This is an optimization exercise on Yosys and OpenROAD, whose aim is small area and a short achievable clock period, not a production implementation.

==> job 1721: inputs <==
Design sin_cos, start of the top module:
module sin_cos (
  input clock, input [15:0] angle, output [15:0] cos, output [15:0] sin);
reg e0_0; always @(posedge clock) e0_0 <= angle[15];
reg e0_1; always @(posedge clock) e0_1 <= e0_0;
reg e0_2; always @(posedge clock) e0_2 <= e0_1;
reg e0_3; always @(posedge clock) e0_3 <= e0_2;
reg e0_4; always @(posedge clock) e0_4 <= e0_3;
reg e0_5; always @(posedge clock) e0_5 <= e0_4;
reg e0_6; always @(posedge clock) e0_6 <= e0_5;
reg e0_7; always @(posedge clock) e0_7 <= e0_6;
reg e0_8; always @(posedge clock) e0_8 <= e0_7;
reg e0_9; always @(posedge clock) e0_9 <= e0_8;
reg e0_10; always @(posedge clock) e0_10 <= e0_9;
reg e0_11; always @(posedge clock) e0_11 <= e0_10;
reg e0_12; always @(posedge clock) e0_12 <= e0_11;
reg e0_13; always @(posedge clock) e0_13 <= e0_12;
reg e0_14; always @(posedge clock) e0_14 <= e0_13;
reg e1_1; always @(posedge clock) e1_1 <= e1_0;
reg e1_2; always @(posedge clock) e1_2 <= e1_1;
reg e1_3; always @(posedge clock) e1_3 <= e1_2;
reg e1_4; always @(posedge clock) e1_4 <= e1_3;
reg e1_5; always @(posedge clock) e1_5 <= e1_4;
reg e1_6; always @(posedge clock) e1_6 <= e1_5;
reg e1_7; always @(posedge clock) e1_7 <= e1_6;
reg e1_8; always @(posedge clock) e1_8 <= e1_7;
reg e1_9; always @(posedge clock) e1_9 <= e1_8;
reg e1_10; always @(posedge clock) e1_10 <= e1_9;
reg e1_11; always @(posedge clock) e1_11 <= e1_10;
  ...
Settings: LEC_CHECK=0, ABC_CLOCK_PERIOD_IN_PS=2700, CAP_MARGIN=20, CORE_MARGIN=2, CORE_UTILIZATION=40, CTS_BUF_LIST=sky130_fd_sc_hd__clkbuf_8, CTS_CLUSTER_DIAMETER=45, CTS_CLUSTER_SIZE=20, SETUP_SLACK_MARGIN=3.75, SLEW_MARGIN=20; clock period 6.5 ns.
run.sh (not shown) runs the stock make flow with config.mk's settings and CLKGATE_MAP_FILE= SYNTH_SCRIPT=/design/flow/synth_recipe.tcl, a recipe that flattens the netlist after the stock synthesis.
==> job 2933: changes against job 1721 <==
--- a/flow/config.mk
+++ b/flow/config.mk
@@ -9,8 +9,5 @@
 export CAP_MARGIN = 20
 export CORE_MARGIN = 2
 export CORE_UTILIZATION = 40
-export CTS_BUF_LIST = sky130_fd_sc_hd__clkbuf_8
-export CTS_CLUSTER_DIAMETER = 45
-export CTS_CLUSTER_SIZE = 20
 export SETUP_SLACK_MARGIN = 3.75
 export SLEW_MARGIN = 20
==> summary of the runs <==
In job 2933 the register-to-register slack is worse than in job 1721, by 0.03 ns. Job 1721 produced a clean layout. Job 2933 ran to the end with no violations. In synthesized cell count, job 2933 and job 1721 do not differ. Against job 1721, the first-iteration DRC count of job 2933 is higher by about 2.7%. Between job 2933 and job 1721, the lower cell area is in job 1721 (gap about 1.4%, measured against job 1721). Wire length: job 2933 is higher than job 1721 (0.92%). Of job 1721 and job 2933, job 1721 has the higher final cell count (gap about 0.6%, measured against job 2933). Against job 2933, the worst hold slack of job 1721 is lower by 0.0042 ns.
==> figures <==
Result of the run: job 2933 timing/DRC/antenna clean; job 1721 timing/DRC/antenna clean
Number of DRC markers in iteration 0: job 2933 2436; job 1721 2371
Crit path largest cell delay: job 2933 0.60 ns; job 1721 0.59 ns
Total length of routed wires: job 2933 107000 um; job 1721 106000 um
Global-route usage over all layers: job 2933 0.187; job 1721 0.186
Clk tree area frac: job 2933 0.0600; job 1721 0.0479
Number of clock-tree buffers in the layout: job 2933 113; job 1721 112
Worst clock skew: job 2933 0.0394 ns; job 1721 0.0533 ns
Layout Nets: job 2933 5049; job 1721 5064
Fin area: job 2933 0.0511 sq mm; job 1721 0.0504 sq mm
WL met3: job 2933 6850 um; job 1721 6710 um
Hold Path End: job 2933 e3_12; job 1721 r5[0]
No run of this note included a check of the RTL's function; only the layout flow was run.

==> what the ideal ports hide <==
The results above use ideal ports. As a check the final layouts listed here were re-extracted and re-timed, cells and wires unchanged.
Step 1: set_driving_cell puts a clkbuf_16 on clock and a buf_2 on each other input, an assumption about the parent block.
Step 2 times the ports against the registers' clock, not the clock port: input delays grow and output delays shrink by t, the midpoint of the rising clock arrivals with the driver on.
a / b / c = ideal / step 1 / step 2; a / b = the first two.
| run | t, ns | setup WS [ns] | worst hold slack (ns) |
|---|---|---|---|
| job 1721 | 0.831 | 3.366 / 3.366 / 3.186 | 0.318 / 0.318 / 0.318 |
| job 2933 | 0.720 | 3.336 / 3.336 / 3.336 | 0.322 / 0.322 / 0.322 |
After both steps every run listed still meets setup and hold. The setup slack of job 1721, which loses most, moves by 0.000 ns with the drivers and by -0.180 ns with both steps.
